Optimization exercise on an open flow, not production practice.
RTL: at most simulated, not proved equivalent.
Function not checked: run 6.
Power: default activity.

==> flow/config.mk <==
export PLATFORM = sky130hd
export DESIGN_NAME = riscv_div
export DESIGN_NICKNAME = riscv_div
export VERILOG_FILES = /design/flow/design.v
export SDC_FILE = /design/flow/constraint.sdc
export NUM_CORES = 4
export LEC_CHECK = 0
export CAP_MARGIN = 20
export CORE_MARGIN = 2
export CORE_UTILIZATION = 40
export PLACE_DENSITY = 0.6
export SETUP_SLACK_MARGIN = 2.0
export SLEW_MARGIN = 20
==> flow/constraint.sdc <==
create_clock -name core_clock -period 6.0 [get_ports {clk}]
set_input_delay 1.2000 -clock core_clock [delete_from_list [all_inputs] [get_ports {clk}]]
set_output_delay 1.2000 -clock core_clock [all_outputs]
set_load 0.01 [all_outputs]
==> flow/design.v <==
module riscv_alu_div (
    input  logic        clk,
    input  logic        rst_n,
    input  logic        in_valid,
    input  logic [31:0] op_a,
    input  logic [31:0] op_b,
    input  logic [1:0]  opcode,    
    input  logic        out_ready,
    output logic        out_valid,
    output logic [31:0] result
  );
  logic st_idle, st_algn, st_step, st_fix, st_done;
  logic [31:0] A, B, Q;
  logic [4:0]  cnt, lzb_r;
  logic [5:0]  lza_r;
  logic        neg_res, cin, sel_a, n_neg, rem_op;
  function automatic logic [5:0] lzc32(input logic [31:0] x);
    logic [15:0] v0; logic [15:0] c0;
    logic [7:0] v1; logic [1:0] c1 [8];
    logic [3:0] v2; logic [2:0] c2 [4];
    logic [1:0] v3; logic [3:0] c3 [2];
    logic v4; logic [4:0] c4;
    for (int i = 0; i < 16; i++) begin
      v0[i] = x[2*i+1] | x[2*i];
      c0[i] = ~x[2*i+1];
    end
    for (int i = 0; i < 8; i++) begin
      v1[i] = v0[2*i+1] | v0[2*i];
      c1[i] = v0[2*i+1] ? {1'b0, c0[2*i+1]} : {1'b1, c0[2*i]};
    end
    for (int i = 0; i < 4; i++) begin
      v2[i] = v1[2*i+1] | v1[2*i];
      c2[i] = v1[2*i+1] ? {1'b0, c1[2*i+1]} : {1'b1, c1[2*i]};
    end
    for (int i = 0; i < 2; i++) begin
      v3[i] = v2[2*i+1] | v2[2*i];
      c3[i] = v2[2*i+1] ? {1'b0, c2[2*i+1]} : {1'b1, c2[2*i]};
    end
    v4 = v3[1] | v3[0];
    c4 = v3[1] ? {1'b0, c3[1]} : {1'b1, c3[0]};
    lzc32 = {~v4, c4 & {5{v4}}};
  endfunction
  logic        in_an, in_bn, in_bz, quick;
  logic [31:0] in_bx;
  logic [5:0]  in_lza, in_lzb;
  logic [31:0] in_as;
  logic [4:0]  algn;
  assign in_an  = opcode[0] & op_a[31];
  assign in_bn  = opcode[0] & op_b[31];
  assign in_bz  = (op_b == 32'd0);
  assign in_bx  = op_b ^ {32{in_bn}};    
  assign in_as  = in_an ? {~op_a[30:0], 1'b1} : op_a;
  assign in_lza = lzc32(in_as);
  assign in_lzb = lzc32({in_bx[31:1], 1'b1});
  logic [31:0] m_r [6];
  logic [31:0] m_b;
  always_comb begin : p_msk
    for (int k = 0; k < 32; k++) m_r[0][k] = (k == 31) ? 1'b1 : in_bx[31 - k];
    for (int l = 0; l < 5; l++)
      for (int k = 0; k < 32; k++)
        m_r[l+1][k] = ((k >> l) & 1) ? (m_r[l][k] | m_r[l][((k >> l) << l) - 1]) : m_r[l][k];
    for (int k = 0; k < 32; k++) m_b[k] = m_r[5][31 - k];
  end
  assign quick  = in_bz | ((in_as & ~{1'b0, m_b[31:1]}) == 32'd0);
  assign algn   = lzb_r - lza_r[4:0];
  logic [31:0] n_in, n_out, n_c;
  logic [31:0] n_p [6];
  assign n_in = sel_a ? A : Q;
  always_comb begin : p_neg
    n_p[0] = {n_in[30:0], 1'b0};
    for (int l = 0; l < 5; l++)
      for (int k = 0; k < 32; k++)
        n_p[l+1][k] = ((k >> l) & 1) ? (n_p[l][k] | n_p[l][((k >> l) << l) - 1]) : n_p[l][k];
    n_c = n_p[5] & {32{n_neg}};
  end
  assign n_out = n_in ^ n_c;
  logic [31:0] sum;
  logic        qbit, last;
  wire [31:0] ad_g = A & B;
  wire [31:0] ad_p = A ^ B;
  wire ad_bg0_1 = ad_g[1] | (ad_p[1] & ad_g[0]);
  wire ad_bp0_1 = ad_p[1] & ad_p[0];
  wire ad_bg1_3 = ad_g[3] | (ad_p[3] & ad_g[2]);
  wire ad_bp1_3 = ad_p[3] & ad_p[2];
  wire ad_bg2_5 = ad_g[5] | (ad_p[5] & ad_g[4]);
  wire ad_bp2_5 = ad_p[5] & ad_p[4];
  wire ad_bg3_7 = ad_g[7] | (ad_p[7] & ad_g[6]);
  wire ad_bp3_7 = ad_p[7] & ad_p[6];
  wire ad_bg4_9 = ad_g[9] | (ad_p[9] & ad_g[8]);
  wire ad_bp4_9 = ad_p[9] & ad_p[8];
  wire ad_bg5_11 = ad_g[11] | (ad_p[11] & ad_g[10]);
  wire ad_bp5_11 = ad_p[11] & ad_p[10];
  wire ad_bg6_13 = ad_g[13] | (ad_p[13] & ad_g[12]);
  wire ad_bp6_13 = ad_p[13] & ad_p[12];
  wire ad_bg7_15 = ad_g[15] | (ad_p[15] & ad_g[14]);
  wire ad_bp7_15 = ad_p[15] & ad_p[14];
  wire ad_bg8_17 = ad_g[17] | (ad_p[17] & ad_g[16]);
  wire ad_bp8_17 = ad_p[17] & ad_p[16];
  wire ad_bg9_19 = ad_g[19] | (ad_p[19] & ad_g[18]);
  wire ad_bp9_19 = ad_p[19] & ad_p[18];
  wire ad_bg10_21 = ad_g[21] | (ad_p[21] & ad_g[20]);
  wire ad_bp10_21 = ad_p[21] & ad_p[20];
  wire ad_bg11_23 = ad_g[23] | (ad_p[23] & ad_g[22]);
  wire ad_bp11_23 = ad_p[23] & ad_p[22];
  wire ad_bg12_25 = ad_g[25] | (ad_p[25] & ad_g[24]);
  wire ad_bp12_25 = ad_p[25] & ad_p[24];
  wire ad_bg13_27 = ad_g[27] | (ad_p[27] & ad_g[26]);
  wire ad_bp13_27 = ad_p[27] & ad_p[26];
  wire ad_bg14_29 = ad_g[29] | (ad_p[29] & ad_g[28]);
  wire ad_bp14_29 = ad_p[29] & ad_p[28];
  wire ad_bg15_31 = ad_g[31] | (ad_p[31] & ad_g[30]);
  wire ad_bp15_31 = ad_p[31] & ad_p[30];
  wire adxg0 = ad_bg0_1 | (ad_bp0_1 & cin);
  wire adxp0 = ad_bp0_1 & 1'b0;
  wire adxg1 = ad_bg2_5 | (ad_bp2_5 & ad_bg1_3);
  wire adxp1 = ad_bp2_5 & ad_bp1_3;
  wire adxg2 = ad_bg4_9 | (ad_bp4_9 & ad_bg3_7);
  wire adxp2 = ad_bp4_9 & ad_bp3_7;
  wire adxg3 = ad_bg6_13 | (ad_bp6_13 & ad_bg5_11);
  wire adxp3 = ad_bp6_13 & ad_bp5_11;
  wire adxg4 = ad_bg8_17 | (ad_bp8_17 & ad_bg7_15);
  wire adxp4 = ad_bp8_17 & ad_bp7_15;
  wire adxg5 = ad_bg10_21 | (ad_bp10_21 & ad_bg9_19);
  wire adxp5 = ad_bp10_21 & ad_bp9_19;
  wire adxg6 = ad_bg12_25 | (ad_bp12_25 & ad_bg11_23);
  wire adxp6 = ad_bp12_25 & ad_bp11_23;
  wire adxg7 = ad_bg14_29 | (ad_bp14_29 & ad_bg13_27);
  wire adxp7 = ad_bp14_29 & ad_bp13_27;
  wire adxg8 = adxg1 | (adxp1 & adxg0);
  wire adxp8 = adxp1 & adxp0;
  wire adxg9 = adxg3 | (adxp3 & adxg2);
  wire adxp9 = adxp3 & adxp2;
  wire adxg10 = adxg5 | (adxp5 & adxg4);
  wire adxp10 = adxp5 & adxp4;
  wire adxg11 = adxg7 | (adxp7 & adxg6);
  wire adxp11 = adxp7 & adxp6;
  wire adxg12 = adxg9 | (adxp9 & adxg8);
  wire adxp12 = adxp9 & adxp8;
  wire adxg13 = adxg11 | (adxp11 & adxg10);
  wire adxp13 = adxp11 & adxp10;
  wire adxg14 = adxg13 | (adxp13 & adxg12);
  wire adxp14 = adxp13 & adxp12;
  wire adxg15 = adxg10 | (adxp10 & adxg12);
  wire adxp15 = adxp10 & adxp12;
  wire adxg16 = adxg2 | (adxp2 & adxg8);
  wire adxp16 = adxp2 & adxp8;
  wire adxg17 = adxg4 | (adxp4 & adxg12);
  wire adxp17 = adxp4 & adxp12;
  wire adxg18 = adxg6 | (adxp6 & adxg15);
  wire adxp18 = adxp6 & adxp15;
  wire adxg19 = ad_bg1_3 | (ad_bp1_3 & adxg0);
  wire adxp19 = ad_bp1_3 & adxp0;
  wire adxg20 = ad_bg3_7 | (ad_bp3_7 & adxg8);
  wire adxp20 = ad_bp3_7 & adxp8;
  wire adxg21 = ad_bg5_11 | (ad_bp5_11 & adxg16);
  wire adxp21 = ad_bp5_11 & adxp16;
  wire adxg22 = ad_bg7_15 | (ad_bp7_15 & adxg12);
  wire adxp22 = ad_bp7_15 & adxp12;
  wire adxg23 = ad_bg9_19 | (ad_bp9_19 & adxg17);
  wire adxp23 = ad_bp9_19 & adxp17;
  wire adxg24 = ad_bg11_23 | (ad_bp11_23 & adxg15);
  wire adxp24 = ad_bp11_23 & adxp15;
  wire adxg25 = ad_bg13_27 | (ad_bp13_27 & adxg18);
  wire adxp25 = ad_bp13_27 & adxp18;
  wire adxg26 = ad_bg15_31 | (ad_bp15_31 & adxg14);
  wire adxp26 = ad_bp15_31 & adxp14;
  wire ad_c1 = ad_g[0] | (ad_p[0] & cin);
  wire ad_c3 = ad_g[2] | (ad_p[2] & adxg0);
  wire ad_c5 = ad_g[4] | (ad_p[4] & adxg19);
  wire ad_c7 = ad_g[6] | (ad_p[6] & adxg8);
  wire ad_c9 = ad_g[8] | (ad_p[8] & adxg20);
  wire ad_c11 = ad_g[10] | (ad_p[10] & adxg16);
  wire ad_c13 = ad_g[12] | (ad_p[12] & adxg21);
  wire ad_c15 = ad_g[14] | (ad_p[14] & adxg12);
  wire ad_c17 = ad_g[16] | (ad_p[16] & adxg22);
  wire ad_c19 = ad_g[18] | (ad_p[18] & adxg17);
  wire ad_c21 = ad_g[20] | (ad_p[20] & adxg23);
  wire ad_c23 = ad_g[22] | (ad_p[22] & adxg15);
  wire ad_c25 = ad_g[24] | (ad_p[24] & adxg24);
  wire ad_c27 = ad_g[26] | (ad_p[26] & adxg18);
  wire ad_c29 = ad_g[28] | (ad_p[28] & adxg25);
  wire ad_c31 = ad_g[30] | (ad_p[30] & adxg14);
  assign sum = {ad_p[31] ^ ad_c31, ad_p[30] ^ adxg14, ad_p[29] ^ ad_c29, ad_p[28] ^ adxg25, ad_p[27] ^ ad_c27, ad_p[26] ^ adxg18, ad_p[25] ^ ad_c25, ad_p[24] ^ adxg24, ad_p[23] ^ ad_c23, ad_p[22] ^ adxg15, ad_p[21] ^ ad_c21, ad_p[20] ^ adxg23, ad_p[19] ^ ad_c19, ad_p[18] ^ adxg17, ad_p[17] ^ ad_c17, ad_p[16] ^ adxg22, ad_p[15] ^ ad_c15, ad_p[14] ^ adxg12, ad_p[13] ^ ad_c13, ad_p[12] ^ adxg21, ad_p[11] ^ ad_c11, ad_p[10] ^ adxg16, ad_p[9] ^ ad_c9, ad_p[8] ^ adxg20, ad_p[7] ^ ad_c7, ad_p[6] ^ adxg8, ad_p[5] ^ ad_c5, ad_p[4] ^ adxg19, ad_p[3] ^ ad_c3, ad_p[2] ^ adxg0, ad_p[1] ^ ad_c1, ad_p[0] ^ cin};
  assign qbit = adxg26;
  assign last = (cnt == 5'd0);
  always_ff @(posedge clk or negedge rst_n) begin
    if (!rst_n) begin
      st_idle <= 1'b1;
      st_algn <= 1'b0;
      st_step <= 1'b0;
      st_fix  <= 1'b0;
      st_done <= 1'b0;
    end else begin
      st_idle <= (st_idle & ~in_valid) | (st_done & out_ready);
      st_algn <= st_idle & in_valid & ~quick;
      st_step <= st_algn | (st_step & ~last);
      st_fix  <= st_step & last & neg_res;
      st_done <= (st_idle & in_valid & quick) | (st_step & last & ~neg_res) | st_fix | (st_done & ~out_ready);
    end
  end
  always_ff @(posedge clk) begin
    if (st_idle) begin
      A       <= op_a;
      Q       <= {32{in_bz}};
      lza_r   <= in_lza;
      lzb_r   <= in_lzb[4:0];
      neg_res <= opcode[0] & (opcode[1] ? in_an : (in_an ^ in_bn) & ~in_bz);
      cin     <= ~in_bn;
      rem_op  <= opcode[1];
      sel_a   <= opcode[1] | ~quick;
      n_neg   <= in_an;
    end else if (st_algn) begin
      A       <= n_out;
      cnt     <= algn;
      sel_a   <= rem_op;
      n_neg   <= neg_res;
    end else if (st_step) begin
      if (qbit) A <= sum;
      Q   <= {Q[30:0], qbit};
      cnt <= cnt - 5'd1;
    end else if (st_fix) begin
      A     <= n_out;
      sel_a <= 1'b1;
    end
  end
  always_ff @(posedge clk) begin
    if (st_idle)
      B <= ~in_bx;
    else if (st_algn)
      B <= (B << algn) | ({32{cin}} & ~({32{1'b1}} << algn));
    else
      B <= {1'b1, B[31:1]};
  end
  assign result    = n_in;
  assign out_valid = st_done;
endmodule
module riscv_div (
    input  logic        clk,
    input  logic        rst_n,
    input  logic        in_valid,
    input  logic [31:0] op_a,       
    input  logic [31:0] op_b,       
    input  logic [1:0]  opcode,     
    input  logic        out_ready,
    output logic        out_valid,
    output logic [31:0] result
  );
  riscv_alu_div div_i (
    .clk       ( clk       ),
    .rst_n     ( rst_n     ),
    .in_valid  ( in_valid  ),
    .op_a      ( op_a      ),
    .op_b      ( op_b      ),
    .opcode    ( opcode    ),
    .out_ready ( out_ready ),
    .out_valid ( out_valid ),
    .result    ( result    )
  );
endmodule
==> flow/flow/run.sh <==
#!/bin/bash
# Standard layout, with the port buffers made from the smallest buffer cell
# instead of the one buffer_ports picks by default.
set -e
export BUFFER_PORTS_ARGS="-buffer_cell sky130_fd_sc_hd__buf_1"
bash standard.sh > standard.log 2>&1
==> flow/standard.sh <==
#!/bin/bash
# synth_recipe.tcl (not shown) runs the flow's synth.tcl, then flattens the netlist and writes it again
# the make line also repeats each setting of config.mk as NAME=value (left out here)
make -C /OpenROAD-flow-scripts/flow DESIGN_CONFIG=/design/flow/config.mk WORK_HOME=/design/flow/orfs CLKGATE_MAP_FILE= SYNTH_SCRIPT=/design/flow/synth_recipe.tcl "${@:-finish}"
==> flow_metrics.py, run 1 <==
metrics = {
    "status": {
        "outcome": "no timing/DRC/antenna violations",
    },
    "logic_synthesis": {
        "synth_fp_nets": 1592,
        "ys_seq_area_frac": 0.280,
        "synth.cell_area_mm2": 0.0118,
        "synth_area_per_cell_um2": 8.02,
        "synth.area.top_cells": "edfxtp_1 (22%), o21ai_0 (6.6%), nand2_1 (5.4%)",
        "synth.distinct_cells": 82,
        "synth_warnings": 9,
        "netlist.area_leader.share": 0.217,
        "synth_edf_count": 85,
        "synth_flop_cell": "edfxtp_1",
        "ys_ff_latch": 121,
        "async_reset_ff_frac": 0.0413,
        "yosys.area.top_type": "edfxtp_1",
        "synthCells": 1467,
    },
    "setup_path": {
        "path_common_cell": "nor2_1",
        "startpoint_type": "flop",
        "critPathKind": "reg2reg",
        "cpMaxStageDelayCell": "edfxtp_1",
        "endpoint_kind": "flop",
        "required_ns": 6.19,
        "worstPathMaxFanout": 4,
        "crit_arrival_ns": 4.07,
        "max_stage_delay_ns": 0.43,
        "reg2reg_depth": 12,
        "crit_path_cell_trace": "ha_1, a211oi_1, nor2_1, a2111o_1, a41o_1, a211o_1, a211o_4, a31o_2, fa_1, nor2_1, a21oi_1, mux2_2",
    },
    "sta": {
        "rsz0062_at_grt": "false",
        "max-slew-margin-rel": 0.448,
        "fin_setup_tns_ns": 0,
        "slew_viol_final": 0,
        "clock_skew_ns": 0.0203,
        "max_freq_mhz": 258,
        "holdWs_ns": 0.553,
        "period_share": 0.645,
        "min_period_ns": 3.87,
        "finalSetupViolations": 0,
        "tightest_slew_ns": 0.825,
        "hold_viol": 0,
    },
    "detailed_routing": {
        "dr.first_iter.drc_count": 1613,
        "drt-pass1-iter-count": 6,
        "routedWlPerCell_um": 22.5,
        "ant_nets": 0,
        "routed_wl_um": 42800,
        "viasPerCell": 6.17,
        "drc_errors": 0,
        "vias": 11800,
    },
    "placement": {
        "port_buffers": 102,
        "gp_congestion": 1.00,
        "placed_cell_area_mm2": 0.0124,
        "hpwl_um": 32300,
    },
    "layout": {
        "post-route-cell-area_mm2": 0.0131,
        "post-route-util": 0.454,
        "multiInputGateArea_mm2": 0.00774,
        "diodes": 0,
        "layout.nets": 1634,
        "num-fill-cells": 2911,
        "drive_above_1_share": 0.0775,
        "seq_area_mm2": 0.00331,
        "area_delta_synth_final_pct": 11.3,
    },
    "floorplanning": {
        "dieArea_mm2": 0.0308,
        "pin_count": 103,
        "design.core.area_mm2": 0.0289,
        "rows": 62,
        "initial_core_util": 0.408,
        "dieHeight_um": 176,
        "die_w_um": 176,
    },
    "power": {
        "power_density_mw_per_mm2": 599,
        "power.leakage_nw": 5.06,
        "p_total_w": 0.00784,
        "ir_worst_vdd_mv": 0.260,
    },
    "cts": {
        "clock-sinks": 121,
        "clock_path_buffers": 2,
        "cts_tree": "built",
        "cts-htree-levels": 4,
        "ctsRootBufferMaster": "clkbuf_16",
        "clk_latency_ns": 0.45,
        "clk_pin_slew_ns": 0.07,
        "cts_buffers": 17,
    },
    "global_route": {
        "grt_pass1_wl_um": 65800,
        "grt_pass1_vias": 11100,
        "grt-ovfl-total": 0,
        "antenna_found_initial": 0,
        "grt_start_max_net_pins": 82,
        "track_usage": 0.278,
    },
    "worst_hold_path": {
        "min_path_type": "reg2reg",
        "hold_path_depth": 2,
    },
    "run": {
        "cap_violations": 0,
    },
}
path summary, 6_finish.rpt:
kind / to / start / slack (ns)
max in group asynchronous: div_i.st_idle / rst_n / 5.11
worst max register to register: div_i.A[24] / div_i.A[11] / 2.13
worst max-delay path: div_i.A[24] / div_i.A[11] / 2.13
min in group asynchronous: div_i.st_step / rst_n / 0.61
worst min-delay path: div_i.st_idle / div_i.st_done / 0.55
worst min register to register: div_i.st_idle / div_i.st_done / 0.55
Yosys cell counts, types with 16 or more instances:
| cell | count |
|---|---|
| nand2_1 | 168 |
| o21ai_0 | 155 |
| nor2_1 | 131 |
| inv_1 | 95 |
| a21oi_1 | 93 |
| edfxtp_1 | 85 |
| clkbuf_1 | 78 |
| xnor2_1 | 62 |
| mux2i_1 | 42 |
| ha_1 | 38 |
| dfxtp_1 | 31 |
| nor3_1 | 29 |
| xor2_1 | 28 |
| nand3_1 | 22 |
| mux2_2 | 21 |
| o211ai_1 | 18 |
| a211oi_1 | 17 |
| a21o_1 | 17 |
| fa_1 | 17 |
| nor2b_1 | 16 |
report_power, final:
group	total [W]	internal, W	switching, W
combinational	0.00466	0.00189	0.00277
sequential	0.00208	0.00156	0.000522
clock	0.00111	0.000662	0.000446
final cells by class:
cell class / instances / share of cell area
Multi-Input combinational cell: 1145 / 0.591
Sequential cell: 121 / 0.252
Clock inverter: 15 / 0.0144
Timing Repair Buffer: 127 / 0.0454
Inverter: 97 / 0.0278
Tap cell: 384 / 0.0367
Clock buffer: 17 / 0.0325
per-stage QoR:
step / setup slack, ns / instances
2_1_floorplan: 2.26 / 1467
3_3_place_gp: 1.82 / 1872
3_5_place_dp: 1.77 / 1873
4_1_cts: 2.04 / 1905
5_1_grt: 2.00 / 1906
6_report: 2.13 / 1906
metal layers:
metal  wire length, µm  part of all wire  track usage  vias to the layer above
met1             18900              0.44        0.388                     5634
li1                  -                 -            -                     5459
met2             19100              0.44        0.430                      581
met5                 0                 0            0                        -
met3              3550             0.083       0.0532                       93
met4              1300             0.030       0.0933                        0
flip-flops by register name, indices dropped and copies added, names as in the netlist, 5 cells and up:
name / count
div_i.B: 32
div_i.Q: 32
div_i.lzb_r: 5
div_i.cnt: 5
div_i.lza_r: 5
div_i.A: 32
cells by family (layout without fill, tap and decap cells):
logic type	count (synthesis)	in the layout	share of synthesized area
flops	121	121	0.280
mux	75	75	0.0781
compound gates	483	483	0.267
buf+inv	201	256	0.0667
simple gates	442	442	0.172
xor+xnor	90	90	0.0670
fa+ha+maj	55	55	0.0693
timing repair:
| action | CTS | global route |
|---|---|---|
| gates resized for setup | 1 | 9 |
| pin swaps | 0 | 2 |
| hold buffers | 0 | 0 |
| endpoints found under the setup margin | 1 | 16 |
| buffers inserted | 0 | 1 |
worst max-delay path: cells and delay by family, from the launching register on:
family / cells / cell delay [ns]
compound gates: 7 / 1.89
fa+ha+maj: 2 / 0.78
flops: 1 / 0.43
mux: 1 / 0.29
simple gates: 2 / 0.22
placed cells by master (no fill, tap or decap), types with 11 or more instances in the layout:
| master | n |
|---|---|
| a211o_1 | 11 |
| a211oi_1 | 16 |
| a21o_1 | 17 |
| a21oi_1 | 91 |
| a311oi_1 | 12 |
| a31oi_1 | 15 |
| buf_1 | 102 |
| buf_4 | 23 |
| clkbuf_16 | 17 |
| dfxtp_1 | 29 |
| edfxtp_1 | 85 |
| fa_1 | 16 |
| ha_1 | 38 |
| inv_1 | 95 |
| mux2_2 | 21 |
| mux2i_1 | 42 |
| mux4_2 | 11 |
| nand2_1 | 168 |
| nand3_1 | 22 |
| nor2_1 | 131 |
| nor2b_1 | 16 |
| nor3_1 | 29 |
| o211ai_1 | 18 |
| o21ai_0 | 154 |
| o221ai_1 | 11 |
| o22ai_1 | 14 |
| o31ai_1 | 11 |
| or3_1 | 11 |
| xnor2_1 | 61 |
| xor2_1 | 26 |
Testbench counts, summed over its fixed seeds: cycles 27,127, items 3,200.
==> run 2, diff against run 1 <==
--- a/flow/design.v
+++ b/flow/design.v
@@ -12,6 +12,5 @@
   logic st_idle, st_algn, st_step, st_fix, st_done;
   logic [31:0] A, B, Q;
-  logic [4:0]  cnt, lzb_r;
-  logic [5:0]  lza_r;
+  logic [4:0]  cnt, lza_r;
   logic        neg_res, cin, sel_a, n_neg, rem_op;
   function automatic logic [5:0] lzc32(input logic [31:0] x);
@@ -63,5 +62,5 @@
   end
   assign quick  = in_bz | ((in_as & ~{1'b0, m_b[31:1]}) == 32'd0);
-  assign algn   = lzb_r - lza_r[4:0];
+  assign algn   = cnt - lza_r;
   logic [31:0] n_in, n_out, n_c;
   logic [31:0] n_p [6];
@@ -203,6 +202,6 @@
       A       <= op_a;
       Q       <= {32{in_bz}};
-      lza_r   <= in_lza;
-      lzb_r   <= in_lzb[4:0];
+      lza_r   <= in_lza[4:0];
+      cnt     <= in_lzb[4:0];
       neg_res <= opcode[0] & (opcode[1] ? in_an : (in_an ^ in_bn) & ~in_bz);
       cin     <= ~in_bn;
--- a/flow/config.mk
+++ b/flow/config.mk
@@ -10,4 +10,4 @@
 export CORE_UTILIZATION = 40
 export PLACE_DENSITY = 0.6
-export SETUP_SLACK_MARGIN = 2.0
+export SETUP_SLACK_MARGIN = 3.0
 export SLEW_MARGIN = 20
==> run 2 against run 1 <==
Compared with the run above: die area shrank 0.53%; count of clock-buffer cells in the layout stayed put; final area rose by 12%; area after synthesis decreased by 0.54%; register-to-register slack improved by 0.56 ns; clock skew down 0.0035 ns; utilization increased by 5.7 points; cell count rose by 3.8%; sequential share of layout area is 3.7 points lower; wire length grew 9.0%; via count grew 6.8%.
==> flow_metrics.py, run 2 <==
metrics = {
    "global_route": {
        "grt_pass1_vias": 11500,
        "antenna_found_initial": 0,
        "grt_pass1_wl_um": 69600,
        "grt_start_max_net_pins": 86,
        "grt-ovfl-total": 0,
        "track_usage": 0.296,
    },
    "logic_synthesis": {
        "synth_area_per_cell_um2": 7.96,
        "ys_ff_latch": 116,
        "synth_most_common_cell": "o21ai_0",
        "synth.area.top_cells": "edfxtp_1 (21%), o21ai_0 (7.8%), dfxtp_1 (5.3%)",
        "async_reset_ff_frac": 0.0431,
        "synth_edf_count": 80,
        "synth_fp_nets": 1596,
        "synth.cell_area_mm2": 0.0117,
        "synthCells": 1471,
        "netlist.area_leader.share": 0.205,
        "yosys.area.top_type": "edfxtp_1",
        "synth_flop_cell": "edfxtp_1",
        "synthTopCellsByCount": "o21ai_0 (182), nand2_1 (144), nor2_1 (110)",
        "synth_warnings": 9,
        "ys_seq_area_frac": 0.269,
        "synth.distinct_cells": 88,
    },
    "setup_path": {
        "crit_arrival_ns": 3.49,
        "worstPathMaxFanout": 3,
        "critPathKind": "reg2reg",
        "cp_top_family": "compound AO/OA/AOI/OAI gates",
        "cpMaxStageDelayCell": "fa_2",
        "max_stage_delay_ns": 0.46,
        "required_ns": 6.19,
        "crit_buf_inv": 0,
        "startpoint_type": "flop",
        "endpoint_kind": "flop",
        "crit_path_cell_trace": "ha_4, and4_4, nand3_2, a211o_1, a21oi_2, or2_4, a41o_1, a21boi_2, o21bai_1, fa_2, nor2_1, a21oi_1, mux2_4",
    },
    "layout": {
        "layout.nets": 1707,
        "final_common_cell": "o21ai_0",
        "drive_above_1_share": 0.211,
        "diodes": 0,
        "final_cell_mix": "o21ai_0 (151), nand2_1 (136), nor2_1 (107)",
        "top_regs": "div_i.A x32, div_i.B x32, div_i.Q x32",
        "area_delta_synth_final_pct": 25.6,
        "num-fill-cells": 2737,
        "multiInputGateArea_mm2": 0.00856,
        "seq_area_mm2": 0.00317,
    },
    "cts": {
        "cts_buffers": 17,
        "cts_tree": "built",
        "ctsRootBufferMaster": "clkbuf_16",
        "clock_path_buffers": 2,
        "clock-sinks": 116,
        "clk_pin_slew_ns": 0.06,
        "cts-htree-levels": 4,
        "hold_buffers": 0,
        "clk_latency_ns": 0.44,
    },
    "placement": {
        "gp_congestion": 0.947,
        "port_buffers": 102,
        "hpwl_um": 33000,
    },
    "detailed_routing": {
        "routedWlPerCell_um": 23.6,
        "routed_wl_um": 46700,
        "vias": 12600,
        "dr.first_iter.drc_count": 1642,
        "ant_nets": 0,
        "drt-pass1-iter-count": 5,
        "viasPerCell": 6.35,
        "drc_errors": 0,
    },
    "power": {
        "ir_worst_vdd_mv": 0.375,
        "power.leakage_nw": 5.63,
        "p_total_w": 0.0109,
        "power_density_mw_per_mm2": 742,
    },
    "floorplanning": {
        "initial_core_util": 0.407,
        "die_w_um": 175,
        "pin_count": 103,
        "design.core.area_mm2": 0.0288,
        "dieArea_mm2": 0.0306,
        "rows": 62,
        "dieHeight_um": 175,
    },
    "sta": {
        "finalSetupViolations": 0,
        "clock_skew_ns": 0.0168,
        "fin_setup_tns_ns": 0,
        "tightest_slew_ns": 1.10,
        "min_period_ns": 3.31,
        "slew_viol_final": 0,
        "rsz0062_at_grt": "true",
        "max_freq_mhz": 302,
        "period_share": 0.551,
        "hold_viol": 0,
        "max-slew-margin-rel": 0.267,
    },
    "run": {
        "cap_violations": 0,
    },
    "worst_hold_path": {
        "min_path_type": "reg2reg",
    },
    "status": {
        "outcome": "no timing/DRC/antenna violations",
    },
}
[run 2: cell types whose count changed after synthesis, sizes merged, moves of 8 or more]
cell	before	now
o21ai	164	189
nand2	168	144
nor2	131	110
a22oi	8	24
xnor2	62	50
nand3	22	33
a21oi	93	102
a311oi	12	4
mux2i	42	50
nand4	8	16
o32ai	9	1
[run 2: cells by family after synthesis]
logic type,share of synthesized area
AO/OA/AOI/OAI,0.269
AND/OR/NAND/NOR,0.177
buffers and inverters,0.0697
flip-flops,0.269
multiplexers,0.0873
XOR/XNOR,0.0584
adder cells (fa/ha/maj),0.0697
[run 2: path summary, 6_finish.rpt]
kind                                from  cells past startpoint  slack [ns]       endpoint
hold / removal             div_i.st_done                      2        0.53  div_i.st_idle
min in group asynchronous          rst_n                      1        0.61   div_i.st_fix
hold reg to reg            div_i.st_done                      2        0.53  div_i.st_idle
setup reg to reg             div_i.A[13]                     13        2.69    div_i.A[28]
setup / recovery             div_i.A[13]                     13        2.69    div_i.A[28]
max in group asynchronous          rst_n                      1        5.12  div_i.st_idle
[run 2: tightest hold or removal path, cell delays in order, from the launching register on]
cell and delay (ns):
dfrtp_1 0.37, nand2_1 0.06, o21ai_0 0.06
[run 2: timing repair]
action	CTS	global route
endpoints found under the setup margin	127	89
pin swaps	34	32
setup buffers	39	25
gates resized for setup	130	103
gates cloned	5	3
[run 2: layout make-up]
cell class                      count  share of cell area
Inverter                           99              0.0255
Sequential cell                   116               0.215
Tap cell                          384              0.0327
Multi-Input combinational cell   1149               0.582
Clock buffer                       17              0.0289
Timing Repair Buffer              199               0.102
Clock inverter                     15              0.0132
[run 2: layer usage]
layer  wire length (µm)  global-route usage  part of all wire  vias up
li1                   -                   -                 -     5647
met1              19100               0.405              0.41     6006
met2              21000               0.462              0.45      761
met3               4810              0.0640              0.10      152
met4               1800               0.103             0.039        0
met5                  0              0.0128                 0        -
[run 2: power by group]
group | switching (W) | internal, W
Sequential | 0.000562 | 0.00155
Clock | 0.000447 | 0.000666
Combinational | 0.00436 | 0.00331
Total | 0.00537 | 0.00553
[run 2: metrics by stage]
stage / hold slack, ns / util / cells / setup slack, ns / area, µm²
final: 0.528 / 0.511 / 1979 / 2.69 / 14700
after global routing: 0.577 / 0.511 / 1979 / 2.64 / 14700
after CTS: 0.528 / 0.487 / 1951 / 2.73 / 14000
after detailed placement: 0.520 / 0.432 / 1875 / 1.41 / 12400
after global placement: 0.516 / 0.432 / 1875 / 1.48 / 12400
after floorplan: 0.459 / - / 1471 / 2.74 / 11800
Testbench counts of run 2, summed over its fixed seeds: cycles 27,127, items 3,200.
==> run 3, diff against run 2 <==
--- a/flow/config.mk
+++ b/flow/config.mk
@@ -10,4 +10,4 @@
 export CORE_UTILIZATION = 40
 export PLACE_DENSITY = 0.6
-export SETUP_SLACK_MARGIN = 3.0
+export SETUP_SLACK_MARGIN = 2.7
 export SLEW_MARGIN = 20
==> run 3 against run 2 <==
Compared with the run above: cell count fell by 2.0%; global-route usage fell by 0.37 points; final area fell by 6.8%; power fell by 6.8%; critical path depth fell by 3; still clean on timing, DRC and antenna; clock power rose by 7%; non-clock buffer count fell by 40; maximum frequency fell by 1.6%; critical endpoint is now div_i.B[25]; sequential share of layout area rose by 1.6 points; area after synthesis did not move; flip-flop and latch count did not move.
==> flow_metrics.py, run 3 <==
metrics = {
    "setup_path": {
        "worstPathMaxFanout": 5,
        "timing.rr.end": "div_i.B[25]",
        "reg2reg_depth": 10,
        "cpMaxStageDelayCell": "fa_2",
        "reg2reg_slack_ns": 2.64,
        "endpoint_kind": "flop",
        "r2r-start": "div_i.cnt[0]",
        "crit_buf_inv": 3,
        "startpoint_type": "flop",
        "max_stage_delay_ns": 0.68,
        "cp_top_family": "multiplexers",
        "critPathKind": "reg2reg",
        "crit_path_cell_trace": "inv_2, ha_4, inv_2, fa_2, buf_12, mux4_2, mux2i_1, mux2i_1, o311ai_0, a22oi_1",
        "required_ns": 6.25,
        "crit_arrival_ns": 3.62,
    },
    "placement": {
        "gp_congestion": 0.977,
        "hpwl_um": 33500,
        "port_buffers": 102,
        "preCtsSetupSlack_ns": 1.63,
    },
    "detailed_routing": {
        "dr.first_iter.drc_count": 1270,
        "viasPerCell": 6.30,
        "routed_wl_um": 46400,
        "drt-pass1-iter-count": 8,
        "routedWlPerCell_um": 23.9,
        "vias": 12200,
        "drc_errors": 0,
        "ant_nets": 0,
    },
    "floorplanning": {
        "die_w_um": 175,
        "dieArea_mm2": 0.0306,
        "rows": 62,
        "pin_count": 103,
        "dieHeight_um": 175,
        "initial_core_util": 0.407,
        "design.core.area_mm2": 0.0288,
    },
    "layout": {
        "diodes": 0,
        "post-route-util": 0.476,
        "final_cell_mix": "o21ai_0 (174), nand2_1 (142), nor2_1 (109)",
        "drive_above_1_share": 0.134,
        "layout.nets": 1668,
        "area_delta_synth_final_pct": 17.0,
        "final_common_cell": "o21ai_0",
        "top_regs": "div_i.A x32, div_i.B x32, div_i.Q x32",
    },
    "logic_synthesis": {
        "synth_edf_count": 80,
        "synth.distinct_cells": 88,
        "synthCells": 1471,
        "yosys.area.top_type": "edfxtp_1",
        "synth_most_common_cell": "o21ai_0",
        "async_reset_ff_frac": 0.0431,
        "netlist.area_leader.share": 0.205,
        "synth_warnings": 9,
        "synth_fp_nets": 1596,
        "synth_area_per_cell_um2": 7.96,
        "ys_ff_latch": 116,
        "synthTopCellsByCount": "o21ai_0 (182), nand2_1 (144), nor2_1 (110)",
        "synth_flop_cell": "edfxtp_1",
        "synth.cell_area_mm2": 0.0117,
        "synth.area.top_cells": "edfxtp_1 (21%), o21ai_0 (7.8%), dfxtp_1 (5.3%)",
        "ys_seq_area_frac": 0.269,
    },
    "cts": {
        "clk_pin_slew_ns": 0.07,
        "cts-htree-levels": 4,
        "cts_buffers": 17,
        "clock_path_buffers": 2,
        "clk_latency_ns": 0.43,
        "clock-sinks": 116,
        "ctsRootBufferMaster": "clkbuf_16",
        "cts_tree": "built",
    },
    "sta": {
        "fin_setup_tns_ns": 0,
        "tightest_slew_ns": 0.979,
        "max_freq_mhz": 297,
        "max-slew-margin-rel": 0.342,
        "rsz0062_at_grt": "true",
        "setup_slack_ns": 2.64,
        "finalSetupViolations": 0,
        "clock_skew_ns": 0.0144,
        "period_share": 0.561,
        "hold_viol": 0,
        "min_period_ns": 3.36,
        "slew_viol_final": 0,
    },
    "global_route": {
        "grt-ovfl-total": 0,
        "antenna_found_initial": 0,
        "grt_pass1_wl_um": 68800,
        "grt_start_max_net_pins": 82,
        "grt_pass1_vias": 11500,
        "track_usage": 0.293,
    },
    "worst_hold_path": {
        "hold_path_depth": 2,
        "min_path_type": "reg2reg",
        "min_from": "div_i.st_done",
        "min_to": "div_i.st_idle",
    },
    "status": {
        "outcome": "no timing/DRC/antenna violations",
    },
    "power": {
        "power.leakage_nw": 5.19,
        "ir_worst_vdd_mv": 0.333,
        "power_density_mw_per_mm2": 741,
    },
    "run": {
        "cap_violations": 0,
    },
}
-- run 3: cell types whose count changed in the layout (fill, tap and decap cells not counted), moves of 7 or more --
cell,before,now
a21oi_1,88,95
buf_1,89,101
buf_12,13,3
buf_4,68,45
mux2i_1,39,46
o21ai_0,151,174
o21ai_1,26,15
o21ai_2,12,0
-- run 3: metrics by stage --
stage	hold slack, ns	total power [W]	std cells	cell area (µm²)
3_3_place_gp	0.501	0.00809	1875	12400
3_5_place_dp	0.515	0.00813	1875	12400
4_1_cts	0.517	0.00967	1928	13400
6_report	0.512	0.0102	1940	13700
5_1_grt	0.565	0.0108	1940	13700
2_1_floorplan	0.459	0.00638	1471	11700
-- run 3: kinds of logic after synthesis --
group | after synthesis | share of synthesized area
muxes | 81 | 0.0873
DFF | 116 | 0.269
and+or+nand+nor | 431 | 0.177
buffers and inverters | 206 | 0.0697
adders and majority gates | 55 | 0.0697
xor gates and xnor gates | 78 | 0.0584
AOI/OAI and AO/OA | 504 | 0.269
-- run 3: worst min-delay path, cell delays in order, from the launching register on --
cell and delay (ns):
dfrtp_1 0.36, nand2_1 0.05, o21ai_0 0.06
-- run 3: how the worst max path moves through the flow --
| stage | startpoint | to | slack, ns | cells past startpoint |
|---|---|---|---|---|
| 2_1_floorplan | div_i.A[7] | div_i.A[0] | 2.70 | 9 |
| 3_3_place_gp | op_b[31] | div_i.sel_a | 1.66 | 12 |
| 3_5_place_dp | op_b[31] | div_i.sel_a | 1.63 | 12 |
| 4_1_cts | op_b[31] | div_i.sel_a | 2.59 | 12 |
| 5_1_grt | div_i.A[8] | div_i.A[28] | 2.56 | 13 |
| 6_report | div_i.cnt[0] | div_i.B[25] | 2.64 | 10 |
-- run 3: cell type report --
| cell class | instances | area (µm²) |
|---|---|---|
| Inverter | 99 | 372 |
| Tap cell | 384 | 480 |
| Clock inverter | 14 | 225 |
| Sequential cell | 116 | 3170 |
| Timing Repair Buffer | 159 | 918 |
| Fill cell | 2874 | 15100 |
| Clock buffer | 18 | 429 |
| Multi-Input combinational cell | 1150 | 8100 |
-- run 3: routing by layer --
metal,GRT usage,share of wire
met5,0,0
met4,0.123,0.043
met3,0.0503,0.088
met2,0.463,0.45
met1,0.395,0.42
-- run 3: report_power, final --
part           total [W]  switching (W)  internal, W
clock            0.00119       0.000446     0.000744
sequential       0.00210       0.000555      0.00155
combinational    0.00686        0.00408      0.00278
-- run 3: what timing repair did --
item,in CTS,in global routing
cloned,0,3
pin swaps,16,20
gates resized for setup,46,47
setup endpoints to repair,56,31
hold buffers,0,0
buffers inserted,21,9
==> run 4, diff against run 3 <==
--- a/flow/config.mk
+++ b/flow/config.mk
@@ -10,4 +10,4 @@
 export CORE_UTILIZATION = 40
 export PLACE_DENSITY = 0.6
-export SETUP_SLACK_MARGIN = 2.7
+export SETUP_SLACK_MARGIN = 2.5
 export SLEW_MARGIN = 20
==> run 4 against run 3 <==
Compared with the run above: still clean on timing, DRC and antenna; clock skew increased by 0.0030 ns; utilization decreased by 0.94 points; final area decreased by 2.0%; maximum frequency decreased by 4.2%; flip-flop and latch count unchanged; largest power group unchanged; highest routed layer unchanged.
==> flow_metrics.py, run 4 <==
metrics = {
    "setup_path": {
        "path_common_cell": "a31oi_1",
        "crit_path_cell_trace": "buf_1, buf_6, and2_4, inv_2, a32oi_2, nand2b_1, nor2_1, a21oi_1, a31oi_1, o21bai_2, a31oi_1",
        "cpMaxStageDelayCell": "o21bai_2",
        "worstPathMaxFanout": 36,
        "critPathKind": "in2reg",
        "startpoint_type": "input pin",
        "crit_buf_inv": 3,
        "max_stage_delay_ns": 0.33,
        "required_ns": 6.13,
        "crit_arrival_ns": 3.64,
        "endpoint_kind": "flop",
        "cp_top_family": "compound AO/OA/AOI/OAI gates",
    },
    "logic_synthesis": {
        "netlist.area_leader.share": 0.205,
        "synthTopCellsByCount": "o21ai_0 (182), nand2_1 (144), nor2_1 (110)",
        "ys_ff_latch": 116,
        "synth_area_per_cell_um2": 7.96,
        "yosys.area.top_type": "edfxtp_1",
        "synth.area.top_cells": "edfxtp_1 (21%), o21ai_0 (7.8%), dfxtp_1 (5.3%)",
        "synth_most_common_cell": "o21ai_0",
        "async_reset_ff_frac": 0.0431,
        "synth_fp_nets": 1596,
        "synth_flop_cell": "edfxtp_1",
        "ys_seq_area_frac": 0.269,
        "synthCells": 1471,
        "synth_edf_count": 80,
        "synth.cell_area_mm2": 0.0117,
        "synth_warnings": 9,
        "synth.distinct_cells": 88,
    },
    "floorplanning": {
        "design.core.area_mm2": 0.0288,
        "dieHeight_um": 175,
        "initial_core_util": 0.407,
        "die_w_um": 175,
        "pin_count": 103,
        "rows": 62,
        "dieArea_mm2": 0.0306,
    },
    "cts": {
        "ctsRootBufferMaster": "clkbuf_16",
        "hold_buffers": 0,
        "cts_tree": "built",
        "clk_pin_slew_ns": 0.06,
        "clock_path_buffers": 2,
        "cts-htree-levels": 4,
        "clock-sinks": 116,
        "cts_buffers": 17,
        "clk_latency_ns": 0.44,
    },
    "detailed_routing": {
        "routed_wl_um": 46000,
        "drt-pass1-iter-count": 8,
        "wl_met2_um": 20200,
        "wl_met3_um": 4060,
        "vias": 12100,
        "ant_nets": 0,
        "drc_errors": 0,
        "viasPerCell": 6.28,
        "wl_met1_um": 19800,
        "dr.first_iter.drc_count": 1424,
        "dr.max_layer_used": "met4",
        "routedWlPerCell_um": 23.8,
    },
    "global_route": {
        "track_usage": 0.295,
        "grt_pass1_wl_um": 68800,
        "antenna_found_initial": 1,
        "grt_pass1_vias": 11400,
        "grt-ovfl-total": 0,
        "grt_start_max_net_pins": 79,
    },
    "placement": {
        "hpwl_um": 33900,
        "preCtsSetupSlack_ns": 1.47,
        "gp_congestion": 0.991,
        "dp_cells": 1878,
        "port_buffers": 102,
    },
    "sta": {
        "min_period_ns": 3.51,
        "clock_skew_ns": 0.0174,
        "setup_slack_ns": 2.49,
        "max-slew-margin-rel": 0.347,
        "hold_viol": 0,
        "tightest_slew_ns": 0.976,
        "slew_viol_final": 0,
        "period_share": 0.585,
        "max_freq_mhz": 285,
        "finalSetupViolations": 0,
        "fin_setup_tns_ns": 0,
        "rsz0062_at_grt": "true",
    },
    "status": {
        "outcome": "no timing/DRC/antenna violations",
    },
    "layout": {
        "area_delta_synth_final_pct": 14.7,
        "drive_above_1_share": 0.118,
        "layout.nets": 1662,
        "final_cell_mix": "o21ai_0 (182), nand2_1 (143), nor2_1 (110)",
        "top_regs": "div_i.A x32, div_i.B x32, div_i.Q x32",
        "seq_area_mm2": 0.00317,
        "num-fill-cells": 2923,
        "post-route-util": 0.466,
        "final_common_cell": "o21ai_0",
        "layout.cells.non_filler": 1934,
        "multiInputGateArea_mm2": 0.00798,
        "diodes": 0,
    },
    "power": {
        "power.leakage_nw": 5.10,
        "power_density_mw_per_mm2": 733,
        "ir_worst_vdd_mv": 0.560,
    },
    "worst_hold_path": {
        "min_path_type": "reg2reg",
    },
    "run": {
        "cap_violations": 0,
    },
}
run 4: changes by cell type in the layout (fill, tap and decap cells not counted), sizes merged:
cell / delta
inv: -1
clkbuf: -3
clkinv: +3
buf: -2
xnor2: -1
bufinv: -2
run 4: final cells by class:
type	count	area share
clock buffer	18	0.0320
clock inverter	14	0.0133
inverter	99	0.0277
multi-input combinational	1149	0.594
sequential	116	0.236
tap	384	0.0358
timing repair buffer	154	0.0612
run 4: what timing repair did:
action | CTS | global route
setup endpoints to repair | 40 | 30
cloned | 0 | 0
buffers inserted | 13 | 11
gates resized for setup | 17 | 30
pin swaps | 5 | 9
endpoints found under the hold margin | 0 | 0
run 4: path summary, 6_finish.rpt:
| check | cells after the start | startpoint | end | slack, ns |
|---|---|---|---|---|
| max reg2reg | 13 | div_i.A[11] | div_i.A[28] | 2.59 |
| max in group asynchronous | 1 | rst_n | div_i.st_idle | 5.12 |
| min in group asynchronous | 1 | rst_n | div_i.st_fix | 0.61 |
| min reg2reg | 2 | div_i.st_done | div_i.st_idle | 0.51 |
| min | 2 | div_i.st_done | div_i.st_idle | 0.51 |
| max | 11 | opcode[0] | div_i.sel_a | 2.49 |
run 4: worst reg2reg max path, cell delays in order, from the launching register on:
cell	delay (ns)
edfxtp_1	0.45
ha_4	0.32
and4_1	0.25
nand3_1	0.10
a211o_1	0.34
a21oi_4	0.20
or2_4	0.15
a41o_1	0.25
a21boi_2	0.10
o21bai_1	0.18
fa_1	0.42
nor2_1	0.09
a21oi_1	0.05
mux2_4	0.27
run 4: cells by family after synthesis:
logic type | count (synthesis) | synth area share
AOI/OAI and AO/OA | 504 | 0.269
and+or+nand+nor | 431 | 0.177
muxes | 81 | 0.0873
adders and majority gates | 55 | 0.0697
xor gates and xnor gates | 78 | 0.0584
buffers and inverters | 206 | 0.0697
DFF | 116 | 0.269
run 4: per-layer routing:
| metal | up-vias | global-route usage |
|---|---|---|
| met5 | - | 0 |
| met4 | 0 | 0.125 |
| met3 | 130 | 0.0481 |
| met2 | 669 | 0.452 |
| met1 | 5804 | 0.412 |
| li1 | 5546 | - |
run 4: stage by stage:
step | power (W) | hold WS [ns] | instance area, µm²
final | 0.00984 | 0.512 | 13400
after global routing | 0.0105 | 0.533 | 13400
after CTS | 0.00944 | 0.516 | 13200
after detailed placement | 0.00816 | 0.503 | 12400
after global placement | 0.00810 | 0.505 | 12400
after floorplan | 0.00638 | 0.459 | 11700
run 4: power breakdown:
group | leakage [nW] | internal, W | switching (W)
combinational | 3.70 | 0.00266 | 0.00399
sequential | 1.11 | 0.00155 | 0.000555
clock | 0.287 | 0.000658 | 0.000439
total | 5.10 | 0.00486 | 0.00498
==> run 5, diff against run 4 <==
--- a/flow/config.mk
+++ b/flow/config.mk
@@ -8,6 +8,6 @@
 export CAP_MARGIN = 20
 export CORE_MARGIN = 2
-export CORE_UTILIZATION = 40
-export PLACE_DENSITY = 0.6
+export CORE_UTILIZATION = 50
+export PLACE_DENSITY = 0.7
 export SETUP_SLACK_MARGIN = 2.5
 export SLEW_MARGIN = 20
==> run 5 against run 4 <==
Compared with the run above: combinational power is 5.6% lower; critical path type unchanged; non-clock buffer count fell by 14; still clean on timing, DRC and antenna; highest routed layer unchanged; synthesized cell count is the same.
==> flow_metrics.py, run 5 <==
metrics = {
    "global_route": {
        "use_met2": 0.540,
        "grt_pass1_vias": 11400,
        "grt-ovfl-total": 0,
        "grt_start_max_net_pins": 84,
        "grt_util_met1": 0.463,
        "grt_pass1_wl_um": 65700,
        "antenna_found_initial": 0,
        "use_met3": 0.0887,
        "top_usage_layer": "met2",
        "track_usage": 0.350,
    },
    "logic_synthesis": {
        "synth_warnings": 9,
        "synthTopCellsByCount": "o21ai_0 (182), nand2_1 (144), nor2_1 (110)",
        "netlist.area_leader.share": 0.205,
        "ys_seq_area_frac": 0.269,
        "synth.distinct_cells": 88,
        "synth_fp_nets": 1596,
        "synthCells": 1471,
        "synth_area_per_cell_um2": 7.96,
        "synth.cell_area_mm2": 0.0117,
        "yosys.area.top_type": "edfxtp_1",
        "synth_most_common_cell": "o21ai_0",
        "synth_edf_count": 80,
        "synth.area.top_cells": "edfxtp_1 (21%), o21ai_0 (7.8%), dfxtp_1 (5.3%)",
        "async_reset_ff_frac": 0.0431,
        "synth_flop_cell": "edfxtp_1",
        "ys_ff_latch": 116,
    },
    "detailed_routing": {
        "vias": 12200,
        "drt-pass1-iter-count": 7,
        "drc_errors": 0,
        "routed_wl_um": 43300,
        "viasPerCell": 6.62,
        "ant_nets": 0,
        "dr.first_iter.drc_count": 1446,
        "routedWlPerCell_um": 23.4,
    },
    "floorplanning": {
        "design.core.area_mm2": 0.0228,
        "initial_core_util": 0.514,
        "die_w_um": 157,
        "dieArea_mm2": 0.0247,
        "rows": 55,
        "pin_count": 103,
        "dieHeight_um": 157,
    },
    "setup_path": {
        "r2r-start": "div_i.B[7]",
        "max_stage_delay_ns": 0.46,
        "startpoint_type": "input pin",
        "crit_buf_inv": 1,
        "endpoint_kind": "flop",
        "critPathKind": "in2reg",
        "required_ns": 6.14,
        "cp_top_family": "simple AND/OR/NAND/NOR gates",
        "cpMaxStageDelayCell": "buf_1",
        "crit_path_cell_trace": "buf_1, and4_1, a32oi_1, nor2_1, nand2_1, or3_1, o311ai_1, o21ai_0",
        "crit_arrival_ns": 3.62,
        "startpoint": "op_b[27]",
        "worstPathMaxFanout": 10,
    },
    "cts": {
        "ctsRootBufferMaster": "clkbuf_16",
        "clock_path_buffers": 2,
        "cts-htree-levels": 4,
        "clock-sinks": 116,
        "clk_pin_slew_ns": 0.06,
        "clk_latency_ns": 0.43,
        "cts_buffers": 17,
        "cts_tree": "built",
    },
    "layout": {
        "final_common_cell": "o21ai_0",
        "layout.cells.non_filler": 1849,
        "final_cell_mix": "o21ai_0 (182), nand2_1 (141), nor2_1 (110)",
        "drive_above_1_share": 0.104,
        "layout.nets": 1648,
        "diodes": 0,
        "num-fill-cells": 2115,
        "area_delta_synth_final_pct": 11.9,
        "top_regs": "div_i.A x32, div_i.B x32, div_i.Q x32",
    },
    "sta": {
        "rsz0062_at_grt": "true",
        "max-slew-margin-rel": 0.273,
        "clock_skew_ns": 0.0202,
        "finalSetupViolations": 0,
        "tightest_slew_ns": 1.09,
        "fin_setup_tns_ns": 0,
        "hold_viol": 0,
        "period_share": 0.581,
        "slew_viol_final": 0,
        "min_period_ns": 3.48,
        "max_freq_mhz": 287,
        "holdWs_ns": 0.584,
    },
    "placement": {
        "dp_cells": 1804,
        "hpwl_um": 31600,
        "port_buffers": 102,
        "gp_congestion": 1.01,
    },
    "run": {
        "cap_violations": 0,
    },
    "worst_hold_path": {
        "min_path_type": "reg2reg",
        "min_from": "div_i.neg_res",
    },
    "power": {
        "ir_worst_vdd_mv": 0.508,
        "power_density_mw_per_mm2": 721,
        "power.leakage_nw": 5.00,
    },
    "status": {
        "outcome": "no timing/DRC/antenna violations",
    },
}
-- run 5: cell counts after synthesis --
Identical to the previous run, type by type.
-- run 5: area by class of cell --
cell class	count	area, µm²	area share
Multi-Input combinational cell	1149	7870	0.601
Timing Repair Buffer	140	704	0.0538
Tap cell	313	392	0.0299
Clock buffer	17	425	0.0325
Clock inverter	15	171	0.0131
Sequential cell	116	3170	0.242
Inverter	99	372	0.0284
-- run 5: worst paths after layout --
check	endpoint	slack, ns	cells after the start
max in group asynchronous	div_i.st_idle	4.99	1
max	div_i.cnt[1]	2.52	8
min reg2reg	div_i.st_fix	0.58	1
max reg2reg	div_i.A[23]	2.54	13
min	div_i.st_fix	0.58	1
min in group asynchronous	div_i.st_done	0.69	1
-- run 5: cell families (layout without fill, tap and decap cells) --
family	after synthesis	count (layout)	synth area share
XOR/XNOR	78	78	0.0584
AO/OA/AOI/OAI	504	504	0.269
buffers and inverters	206	271	0.0697
multiplexers	81	81	0.0873
flip-flops	116	116	0.269
adder cells (fa/ha/maj)	55	55	0.0697
AND/OR/NAND/NOR	431	431	0.177
-- run 5: per-layer routing --
| metal | vias up | wire length, µm |
|---|---|---|
| met3 | 142 | 4990 |
| met4 | 0 | 1860 |
| met5 | - | 0 |
| li1 | 5512 | - |
| met2 | 801 | 19200 |
| met1 | 5790 | 17300 |
-- run 5: power breakdown --
| part | internal (W) | leakage [nW] | switching, W |
|---|---|---|---|
| registers | 0.00155 | 1.11 | 0.000574 |
| clock network | 0.000623 | 0.286 | 0.000428 |
| logic | 0.00249 | 3.61 | 0.00378 |
-- run 5: timing repair --
item                       CTS  global route
gates resized for setup     15            27
hold buffers                 0             0
pin swaps                    6             6
setup endpoints to repair   34            56
buffers inserted             6             7
-- run 5: metrics by stage --
stage | power (W) | worst slack [ns] | cell area [µm²] | utilization
3_3_place_gp | 0.00785 | 1.69 | 12300 | 0.538
6_report | 0.00944 | 2.52 | 13100 | 0.575
3_5_place_dp | 0.00798 | 1.76 | 12300 | 0.538
2_1_floorplan | 0.00638 | 2.65 | 11700 | -
4_1_cts | 0.00916 | 2.47 | 12900 | 0.568
5_1_grt | 0.0101 | 2.40 | 13100 | 0.575
==> run 6, diff against run 5 <==
--- a/flow/design.v
+++ b/flow/design.v
@@ -61,5 +61,10 @@
     for (int k = 0; k < 32; k++) m_b[k] = m_r[5][31 - k];
   end
-  assign quick  = in_bz | ((in_as & ~{1'b0, m_b[31:1]}) == 32'd0);
+  logic [31:0] m_hi;
+  logic        qk_p, qk_n;
+  assign m_hi   = ~{1'b0, m_b[31:1]};
+  assign qk_p   = ((op_a & m_hi) == 32'd0);
+  assign qk_n   = (({~op_a[30:0], 1'b1} & m_hi) == 32'd0);
+  assign quick  = in_bz | (in_an ? qk_n : qk_p);
   assign algn   = cnt - lza_r;
   logic [31:0] n_in, n_out, n_c;
--- a/flow/config.mk
+++ b/flow/config.mk
@@ -8,6 +8,6 @@
 export CAP_MARGIN = 20
 export CORE_MARGIN = 2
-export CORE_UTILIZATION = 50
-export PLACE_DENSITY = 0.7
-export SETUP_SLACK_MARGIN = 2.5
+export CORE_UTILIZATION = 40
+export PLACE_DENSITY = 0.6
+export SETUP_SLACK_MARGIN = 3.0
 export SLEW_MARGIN = 20
==> run 6 against run 5 <==
Compared with the run above: setup slack better by 0.15 ns; cell count is 11% higher; count of clock-buffer cells in the layout stayed put; flip-flop and latch count stayed put; register-to-register slack better by 0.13 ns; sequential share of layout area is 4.0 points lower; first-iteration DRC count is 14% higher; critical path type is now reg2reg; largest power group unchanged.
==> flow_metrics.py, run 6 <==
metrics = {
    "cts": {
        "clock_path_buffers": 2,
        "clock-sinks": 116,
        "clk_latency_ns": 0.44,
        "cts-htree-levels": 4,
        "cts_buffers": 17,
        "clk_pin_slew_ns": 0.07,
        "ctsRootBufferMaster": "clkbuf_16",
        "cts_tree": "built",
    },
    "sta": {
        "max_freq_mhz": 300,
        "period_share": 0.556,
        "clock_skew_ns": 0.0156,
        "slew_viol_final": 0,
        "rsz0062_at_grt": "true",
        "finalSetupViolations": 0,
        "tightest_slew_ns": 1.03,
        "max-slew-margin-rel": 0.313,
        "fin_setup_tns_ns": 0,
        "setup_slack_ns": 2.67,
        "hold_viol": 0,
        "min_period_ns": 3.33,
    },
    "placement": {
        "hpwl_um": 34000,
        "dp_cells": 1877,
        "placed_cell_area_mm2": 0.0126,
        "gp_congestion": 0.982,
        "port_buffers": 102,
        "preCtsSetupSlack_ns": 1.62,
    },
    "detailed_routing": {
        "ant_nets": 0,
        "viasPerCell": 6.40,
        "drc_errors": 0,
        "dr.first_iter.drc_count": 1653,
        "drt-pass1-iter-count": 7,
        "routed_wl_um": 50200,
        "routedWlPerCell_um": 24.5,
        "vias": 13100,
    },
    "power": {
        "ir_worst_vdd_mv": 0.388,
        "power_density_mw_per_mm2": 784,
        "power.leakage_nw": 5.98,
    },
    "global_route": {
        "grt-ovfl-total": 0,
        "antenna_found_initial": 3,
        "grt_pass1_wl_um": 73300,
        "grt_pass1_vias": 12300,
        "track_usage": 0.310,
        "grt_start_max_net_pins": 88,
    },
    "floorplanning": {
        "design.core.area_mm2": 0.0289,
        "dieArea_mm2": 0.0309,
        "die_w_um": 176,
        "initial_core_util": 0.409,
        "pin_count": 103,
        "rows": 62,
        "dieHeight_um": 176,
    },
    "setup_path": {
        "endpoint_kind": "flop",
        "reg2reg_slack_ns": 2.67,
        "reg2reg_depth": 14,
        "worstPathMaxFanout": 4,
        "crit_arrival_ns": 3.51,
        "startpoint": "div_i.A[15]",
        "crit_end": "div_i.A[26]",
        "required_ns": 6.18,
        "critPathKind": "reg2reg",
        "r2r-start": "div_i.A[15]",
        "startpoint_type": "flop",
        "timing.rr.end": "div_i.A[26]",
    },
    "layout": {
        "final_common_cell": "nand2_1",
        "post-route-cell-area_mm2": 0.0157,
        "area_delta_synth_final_pct": 33.3,
        "final_cell_mix": "nand2_1 (142), o21ai_0 (124), buf_4 (115)",
        "drive_above_1_share": 0.278,
        "top_regs": "div_i.A x32, div_i.B x32, div_i.Q x32",
        "layout.cells.non_filler": 2054,
        "layout.nets": 1780,
    },
    "logic_synthesis": {
        "netlist.area_leader.share": 0.204,
        "synthCells": 1476,
        "synth_area_per_cell_um2": 7.99,
        "yosys.area.top_type": "edfxtp_1",
        "ys_ff_latch": 116,
        "async_reset_ff_frac": 0.0431,
        "synthTopCellsByCount": "o21ai_0 (167), nand2_1 (157), nor2_1 (116)",
        "synth_flop_cell": "edfxtp_1",
        "synth_most_common_cell": "o21ai_0",
        "synth.cell_area_mm2": 0.0118,
        "synth.distinct_cells": 91,
        "synth_warnings": 9,
        "synth_edf_count": 80,
        "synth.area.top_cells": "edfxtp_1 (20%), o21ai_0 (7.1%), dfxtp_1 (5.3%)",
        "synth_fp_nets": 1601,
        "ys_seq_area_frac": 0.267,
    },
    "worst_hold_path": {
        "min_path_type": "reg2reg",
    },
    "status": {
        "outcome": "no timing/DRC/antenna violations",
    },
    "run": {
        "cap_violations": 0,
    },
}
-- run 6: where the power goes --
group          switching (W)  total, W  internal (W)
Sequential          0.000573   0.00211       0.00154
Clock               0.000449   0.00107      0.000623
Combinational        0.00500   0.00913       0.00413
Total                0.00603    0.0123       0.00629
-- run 6: routing by layer --
layer	GRT usage	vias up	wire [µm]
met5	0	-	0
met4	0.154	0	2690
met3	0.0595	204	5190
met2	0.476	865	22300
met1	0.419	6283	20000
li1	-	5797	-
-- run 6: worst min-delay path by stage --
stage	from	endpoint	depth (start not counted)
after floorplan	div_i.B[31]	div_i.B[30]	2
after global placement	div_i.neg_res	div_i.st_fix	1
after detailed placement	div_i.st_done	div_i.st_idle	2
after CTS	div_i.neg_res	div_i.st_fix	1
after global routing	div_i.neg_res	div_i.st_fix	1
final	div_i.neg_res	div_i.st_fix	1
-- run 6: logic make-up after synthesis --
logic type	after synthesis	synth area share
adders and majority gates	55	0.0691
buffers and inverters	213	0.0715
DFF	116	0.267
and+or+nand+nor	436	0.177
xor gates and xnor gates	81	0.0601
muxes	72	0.0843
AOI/OAI and AO/OA	503	0.271
-- run 6: metrics by stage --
| step | hold slack, ns | total power [W] | util |
|---|---|---|---|
| floorplan | 0.486 | 0.00647 | - |
| global placement | 0.535 | 0.00815 | 0.438 |
| detailed placement | 0.543 | 0.00822 | 0.438 |
| CTS | 0.567 | 0.0111 | 0.513 |
| global route | 0.599 | 0.0130 | 0.545 |
| finish | 0.563 | 0.0123 | 0.545 |
-- run 6: layout make-up --
class	count	area, µm²
timing repair buffer	262	1930
inverter	107	420
clock inverter	15	169
fill	2650	13100
multi-input combinational	1151	9120
tap	384	480
clock buffer	17	425
sequential	116	3180
antenna	2	5.00
-- run 6: repair_timing --
| item | CTS | global route |
|---|---|---|
| resized for setup | 179 | 142 |
| buffers inserted | 95 | 40 |
| pin swaps | 60 | 64 |
| setup endpoints to repair | 158 | 104 |
| gates cloned | 5 | 3 |
| hold buffers | 0 | 0 |
-- run 6: worst max-delay path, stage by stage (launching register included) --
cell      delay [ns]
edfxtp_1        0.44
ha_4            0.28
and4_4          0.19
nor2b_1         0.12
o21ai_1         0.17
o211ai_1        0.19
a21oi_4         0.21
inv_2           0.05
a21o_1          0.15
a21o_1          0.17
a221o_1         0.32
fa_2            0.40
and3_1          0.18
a21oi_2         0.12
o21ai_1         0.08
==> run 7, diff against run 6 <==
--- a/flow/design.v
+++ b/flow/design.v
@@ -205,5 +205,4 @@
   always_ff @(posedge clk) begin
     if (st_idle) begin
-      A       <= op_a;
       Q       <= {32{in_bz}};
       lza_r   <= in_lza[4:0];
@@ -215,17 +214,18 @@
       n_neg   <= in_an;
     end else if (st_algn) begin
-      A       <= n_out;
       cnt     <= algn;
       sel_a   <= rem_op;
       n_neg   <= neg_res;
     end else if (st_step) begin
-      if (qbit) A <= sum;
       Q   <= {Q[30:0], qbit};
       cnt <= cnt - 5'd1;
     end else if (st_fix) begin
-      A     <= n_out;
       sel_a <= 1'b1;
     end
   end
+  logic [31:0] a_hold;
+  assign a_hold = st_idle ? op_a : ((st_algn | st_fix) ? n_out : A);
+  always_ff @(posedge clk)
+    A <= (st_step & qbit) ? sum : a_hold;
   always_ff @(posedge clk) begin
     if (st_idle)
--- a/flow/config.mk
+++ b/flow/config.mk
@@ -10,4 +10,4 @@
 export CORE_UTILIZATION = 40
 export PLACE_DENSITY = 0.6
-export SETUP_SLACK_MARGIN = 3.0
+export SETUP_SLACK_MARGIN = 2.5
 export SLEW_MARGIN = 20
==> run 7 against run 6 <==
Compared with the run above: critical endpoint is now div_i.sel_a; combinational power down about 30%; area after synthesis up 1.6%; cell count down 5.4%; global-route usage down 2.2 points; still clean; largest cell class unchanged; register-to-register slack worse by 0.09 ns; count of clock-buffer cells in the layout unchanged.
==> flow_metrics.py, run 7 <==
metrics = {
    "detailed_routing": {
        "viasPerCell": 6.29,
        "wl_met1_um": 18900,
        "drt-pass1-iter-count": 8,
        "routedWlPerCell_um": 23.4,
        "dr.max_layer_used": "met4",
        "routed_wl_um": 45600,
        "dr.first_iter.drc_count": 1642,
    },
    "status": {
        "outcome": "no timing/DRC/antenna violations",
    },
    "sta": {
        "fin_setup_tns_ns": 0,
        "period_share": 0.572,
        "clock_skew_ns": 0.0153,
        "rsz0062_at_grt": "true",
        "finalSetupViolations": 0,
        "min_period_ns": 3.43,
        "hold_viol": 0,
        "tightest_slew_ns": 1.09,
        "max-slew-margin-rel": 0.274,
    },
    "floorplanning": {
        "die_w_um": 177,
        "initial_core_util": 0.406,
        "rows": 63,
        "dieHeight_um": 177,
        "design.core.area_mm2": 0.0296,
        "dieArea_mm2": 0.0314,
    },
    "power": {
        "power_switching_w": 0.00486,
        "pwr-share-seq": 0.224,
        "comb_power_share": 0.668,
        "intPower_w": 0.00468,
        "clockPowerShare": 0.108,
        "swShare": 0.509,
        "power.leakage_nw": 5.06,
        "power_density_mw_per_mm2": 715,
    },
    "global_route": {
        "grt_pass1_vias": 11200,
        "antenna_found_initial": 0,
        "grt_pass1_wl_um": 68200,
    },
    "setup_path": {
        "critPathKind": "in2reg",
        "crit_arrival_ns": 3.57,
        "timing.rr.end": "div_i.A[27]",
        "startpoint_type": "input pin",
        "required_ns": 6.13,
        "worstPathMaxFanout": 39,
        "endpoint_kind": "flop",
        "r2r-start": "div_i.B[9]",
    },
    "logic_synthesis": {
        "ys_ff_latch": 116,
        "synthTopCellsByCount": "nand2_1 (187), o21ai_0 (170), a21oi_1 (110)",
        "yosys.area.top_type": "edfxtp_1",
        "synth.distinct_cells": 96,
        "synth_fp_nets": 1629,
        "synthXorXnorAreaFrac": 0.0548,
        "synth_warnings": 9,
        "synthAdderAreaFrac": 0.0680,
        "async_reset_ff_frac": 0.0431,
        "synth_most_common_cell": "nand2_1",
        "muxShareOfSynthArea": 0.0890,
        "yosys.area_share.simple": 0.179,
        "synth_top_family_by_area": "compound AO/OA/AOI/OAI gates",
    },
    "worst_hold_path": {
        "min_to": "div_i.B[30]",
        "hold_path_depth": 2,
        "min_from": "div_i.B[31]",
    },
    "cts": {
        "ctsRootBufferMaster": "clkbuf_16",
        "cts_buffers": 17,
        "hold_buffers": 0,
        "cts_tree": "built",
    },
    "placement": {
        "dp_cells": 1900,
        "port_buffers": 102,
        "hpwl_um": 34100,
    },
    "layout": {
        "drive_above_1_share": 0.0894,
        "layout.cells.non_filler": 1944,
        "top_regs": "div_i.A x32, div_i.B x32, div_i.Q x32",
        "final_common_cell": "nand2_1",
        "num-fill-cells": 2991,
        "final_cell_mix": "nand2_1 (187), o21ai_0 (167), a21oi_1 (110)",
    },
}
run 7: power groups by stage:
stage / Sequential, W / Clock [W] / Combinational (W)
finish: 0.00214 / 0.00103 / 0.00637
global placement: 0.00215 / 0 / 0.00595
global route: 0.00218 / 0.00106 / 0.00698
floorplan: 0.00185 / 0 / 0.00464
detailed placement: 0.00215 / 0 / 0.00603
CTS: 0.00213 / 0.00103 / 0.00614
run 7: layout make-up:
class	instances	area (µm²)	area share
Multi-Input combinational cell	1174	8090	0.606
Sequential cell	116	3150	0.236
Tap cell	390	488	0.0366
Timing Repair Buffer	135	679	0.0509
Clock buffer	17	425	0.0319
Inverter	97	367	0.0275
Clock inverter	15	146	0.0110
run 7: cells by family after synthesis:
| kind of cell | Yosys count |
|---|---|
| compound gates | 517 |
| simple gates | 447 |
| buf+inv | 214 |
| flops | 116 |
| mux | 80 |
| xor+xnor | 75 |
| fa+ha+maj | 55 |
run 7: per-layer routing:
metal | GRT usage | up-vias
li1 | - | 5639
met1 | 0.389 | 5868
met2 | 0.442 | 626
met3 | 0.0702 | 103
met4 | 0.119 | 0
met5 | 0 | -
run 7: per-stage QoR:
stage | util | total power (W) | hold WS [ns] | area [µm²] | worst slack [ns]
after detailed placement | 0.425 | 0.00818 | 0.590 | 12600 | 1.44
final | 0.452 | 0.00954 | 0.592 | 13300 | 2.57
after floorplan | - | 0.00649 | 0.485 | 12000 | 2.71
after CTS | 0.447 | 0.00931 | 0.599 | 13200 | 2.35
after global placement | 0.425 | 0.00810 | 0.562 | 12600 | 1.59
after global routing | 0.452 | 0.0102 | 0.617 | 13300 | 2.44
run 7: worst max path at each step:
stage	endpoint	slack, ns	depth (start not counted)
global placement	div_i.sel_a	1.59	11
detailed placement	div_i.sel_a	1.44	11
finish	div_i.sel_a	2.57	11
global route	div_i.sel_a	2.44	11
CTS	div_i.sel_a	2.35	11
floorplan	div_i.A[0]	2.71	10
run 7: repair_timing:
item | 4_1_cts | 5_1_grt
buffers inserted | 6 | 6
pin swaps | 1 | 3
gates resized for setup | 9 | 20
cloned | 0 | 0
setup endpoints to repair | 89 | 48
hold endpoints to repair | 0 | 0
run 7: worst max-delay path, cell delays in order:
cell and delay, ns:
clkbuf_2 0.14, buf_6 0.19, and2_2 0.24, buf_12 0.20
a31oi_1 0.23, nor2b_1 0.07, a2111oi_1 0.50, nand4_1 0.22
o31a_1 0.35, o21ai_2 0.10, a31oi_1 0.10
Testbench counts of run 7, summed over its fixed seeds: cycles 27,127, items 3,200.
